From an optimization exercise on the open Yosys and OpenROAD flow, aimed at small area, a short achievable clock period and few clock cycles per item; shortcuts taken in it are not production practice. Only simulation tests tie the RTL to the original design; equivalence was not proved. Power and IR drop assume default switching activity.

amber:
// CONV
module  CONV(
	input				clk,
	input				rst_n,
	input 				mode,
	input       		in_valid,
	output reg			out_valid,
	output 		[13:0] 	AWADDR,
	output		 [7:0] 	AWLEN,
	output 				AWVALID,
	input 				AWREADY,
	output reg  [31:0]	WDATA,
	output 				WVALID,
	input 				WREADY,
	output 		[13:0] 	ARADDR,
	output 		 [7:0] 	ARLEN,
	output 				ARVALID,
	input 				ARREADY,
	input		[31:0] 	RDATA,
	input 				RVALID,
	output reg			RREADY
);
reg			mode_r;
wire [5:0]	dd = mode_r ? 6'd2 : 6'd1;
reg			ar_on;
reg  [5:0]	ar_y, ar_c;
reg  [1:0]	ar_e;		 
reg  [13:0]	ar_a;
wire		ar_v0n = (ar_y == 6'd0) || (mode_r && ar_y == 6'd1);
wire		ar_v2  = !((ar_y == 6'd63) || (mode_r && ar_y == 6'd62));
wire		ar_v3  = ar_y[0] && ((!ar_c[0] && ar_c != 6'd0) || ar_c == 6'd63);
wire [5:0]	ar_y1 = ar_y + 6'd1;
wire		ar_nv0n = (ar_y1 == 6'd0) || (mode_r && ar_y1 == 6'd1);
wire		ar_newcol = (ar_e == 2'd3) || (ar_e == 2'd2 && !ar_v3) || (ar_e == 2'd1 && !ar_v2 && !ar_v3);
reg  [5:0]	an_y, an_c;
reg  [1:0]	an_e;
reg			an_on;
always @(*) begin
	an_y = ar_y; an_c = ar_c; an_e = ar_e; an_on = ar_on;
	if (ar_newcol) begin
		if (ar_c == 6'd63) begin
			an_c = 6'd0;
			if (ar_y == 6'd63) an_on = 1'b0;
			else begin an_y = ar_y1; an_e = ar_nv0n ? 2'd1 : 2'd0; end
		end else begin
			an_c = ar_c + 6'd1;
			an_e = ar_v0n ? 2'd1 : 2'd0;
		end
	end else if (ar_e == 2'd0) an_e = 2'd1;
  ...
make LEC_CHECK=0 CAP_MARGIN=5 CORE_MARGIN=2 CORE_UTILIZATION=40 CTS_BUF_LIST='sky130_fd_sc_hd__clkbuf_4 sky130_fd_sc_hd__clkbuf_8' SETUP_SLACK_MARGIN=4.6 SLEW_MARGIN=5 finish   # period 8.0 ns
run.sh (not shown) runs the stock make flow with config.mk's settings and CLKGATE_MAP_FILE= SYNTH_SCRIPT=/design/flow/synth_recipe.tcl, a recipe that flattens the netlist after the stock synthesis.
amber: done, clean on timing, DRC and antenna
Testbench counts of amber, summed over its fixed seeds: cycles 224,425, images 12.
The inputs of lagoon differ from those of amber as listed below.
- CTS_BUF_LIST: sky130_fd_sc_hd__clkbuf_4 sky130_fd_sc_hd__clkbuf_8 -> sky130_fd_sc_hd__clkbuf_4
- ABC_AREA: unset -> 1
- CAP_MARGIN: 5 -> 20
- SLEW_MARGIN: 5 -> 20
## What came out
The higher worst setup slack of lagoon and amber is in amber.
lagoon reports its launching element of the worst setup path as dgr[22]$_DFFE_PP_ while amber reports dgr[8]$_DFFE_PP_.
Compared to amber, lagoon has arrival time of the worst setup path 0.31 ns higher.
Cmp lagoon vs amber: clock network fraction of total power higher in lagoon
Number of buffer and inverter stages on the critical path: lagoon > amber
Between amber and lagoon, the flow reports maximum clock frequency decreasing slightly.
Any difference in final area between amber and lagoon is small enough to ignore.
Here is what was changed in the inputs of harbor compared with lagoon.
- changing CTS_BUF_LIST from sky130_fd_sc_hd__clkbuf_4 to sky130_fd_sc_hd__clkbuf_4 sky130_fd_sc_hd__clkbuf_8
- removing ABC_AREA (formerly 1)
- changing SETUP_SLACK_MARGIN from 4.6 to 4.8
==> notes.md <==
In the flow results for harbor and lagoon, the number of vias after detailed routing is smaller on harbor.
Per the comparison of harbor with lagoon, wire length decreased 2.1%, fmax saw little to no change, sequential share of layout area lost 1.2 points, non-clock inverter count in the final layout shows a reduction of 148, via-per-instance ratio climbed 4.6%.
Between harbor and lagoon, it is harbor whose cell depth of the worst setup path is higher, by 4.
Against lagoon, placed wire-length estimate after detailed placement in harbor fell by a few percent.
Re per-instance average area after synthesis: harbor is about 17% up on lagoon.
Compared with lagoon, harbor shows a synthesized cell count that is 16% lower.

* * *

CONV again, from the RTL that the note above started with.
clock: 8.0 ns
lec_check: 0
cap_margin: 5
core_margin: 2
core_utilization: 55
cts_buf_list: sky130_fd_sc_hd__clkbuf_4 sky130_fd_sc_hd__clkbuf_8
place_density: 0.7
setup_slack_margin: 4.6
slew_margin: 5
Testbench counts at the start, summed over its fixed seeds: cycles 224,425, images 12.
Next try:
--- a/flow/config.mk
+++ b/flow/config.mk
@@ -8 +8 @@
-export CAP_MARGIN = 5
+export CAP_MARGIN = 20
@@ -10 +10 @@
-export CORE_UTILIZATION = 55
+export CORE_UTILIZATION = 60
@@ -12 +12 @@
-export PLACE_DENSITY = 0.7
+export PLACE_DENSITY = 0.75
@@ -14 +14 @@
-export SLEW_MARGIN = 5
+export SLEW_MARGIN = 20
Worst hold slack is better by 23 ps.
Clock power falls by about 2%.
Cell area went down by about 0.8%.
Sequential share of layout area rose by 0.39 points.
Power drops by about 0.45%.
Combinational power barely changes.
Routed wire length hardly moves.

* * *

old:
CONV again, from the RTL that the note above started with.
Settings: LEC_CHECK=0, CAP_MARGIN=0, CORE_MARGIN=2, CORE_UTILIZATION=40, CTS_BUF_LIST=sky130_fd_sc_hd__clkbuf_4 sky130_fd_sc_hd__clkbuf_8, SETUP_SLACK_MARGIN=4.6, SLEW_MARGIN=0; clock period 8.0 ns.
Every stage of the flow completed for old, and the final layout passed the timing, DRC and antenna checks.
Testbench counts of old, summed over its fixed seeds: cycles 224,425, images 12.
The following lists how new was set up differently from old:
Settings: SLEW_MARGIN: 0 -> 20; CAP_MARGIN: 0 -> 20.
Findings:
- old ended up with fewer cell instances than new did.
- Clock edge transition at the registers on the reported setup and hold paths: new vs old — no meaningful difference
- Global-route wire length before repair: new > old
- Every run (old and new) finished clean.
- new vs. old: number of cells on the critical path went down by 2.
- Compared with old, new shows a number of global-route vias before repair that is about 0.4% higher.

## what the ideal ports hide
The flow's constraints put no driver on any port. The routed layouts listed below were extracted and timed again, unchanged, in two steps.
Step 1 sets driving cells, clkbuf_16 on the clock port and buf_2 on the other inputs (assumed; they add their load-dependent delay and slew).
Step 2 also shifts input and output timing later by t, the mid clock arrival at the registers, as if the neighbouring blocks saw the same clock.
Three values: ideal, step 1, step 2; two values: the first two.
| run | t, ns | setup WS [ns] | hold WS [ns] | slew at the worst register clock pin (ns) | cell pins on the clock port's net |
|---|---|---|---|---|---|
| amber | 0.793 | 4.536 / 4.536 / 3.950 | 0.405 / 0.405 / 0.405 | 0.08 / 0.08 | 1 |
| lagoon | 1.033 | 4.485 / 4.485 / 3.545 | 0.381 / 0.381 / 0.381 | 0.08 / 0.08 | 1 |
| harbor | 0.760 | 4.485 / 4.485 / 4.029 | 0.413 / 0.413 / 0.413 | 0.07 / 0.07 | 1 |
| the first run of note 2 | 0.770 | 4.466 / 4.466 / 3.865 | 0.389 / 0.389 / 0.389 | 0.07 / 0.07 | 1 |
| the second run of note 2 | 0.768 | 4.417 / 4.417 / 4.206 | 0.412 / 0.412 / 0.412 | 0.07 / 0.07 | 1 |
| old | 0.795 | 4.529 / 4.529 / 3.934 | 0.406 / 0.406 / 0.406 | 0.08 / 0.08 | 1 |
| new | 0.768 | 4.505 / 4.505 / 4.130 | 0.409 / 0.409 / 0.409 | 0.07 / 0.07 | 1 |
After both steps every run listed still meets setup and hold. The setup slack of lagoon, which loses most, moves by 0.000 ns with the drivers and by -0.940 ns with both steps.
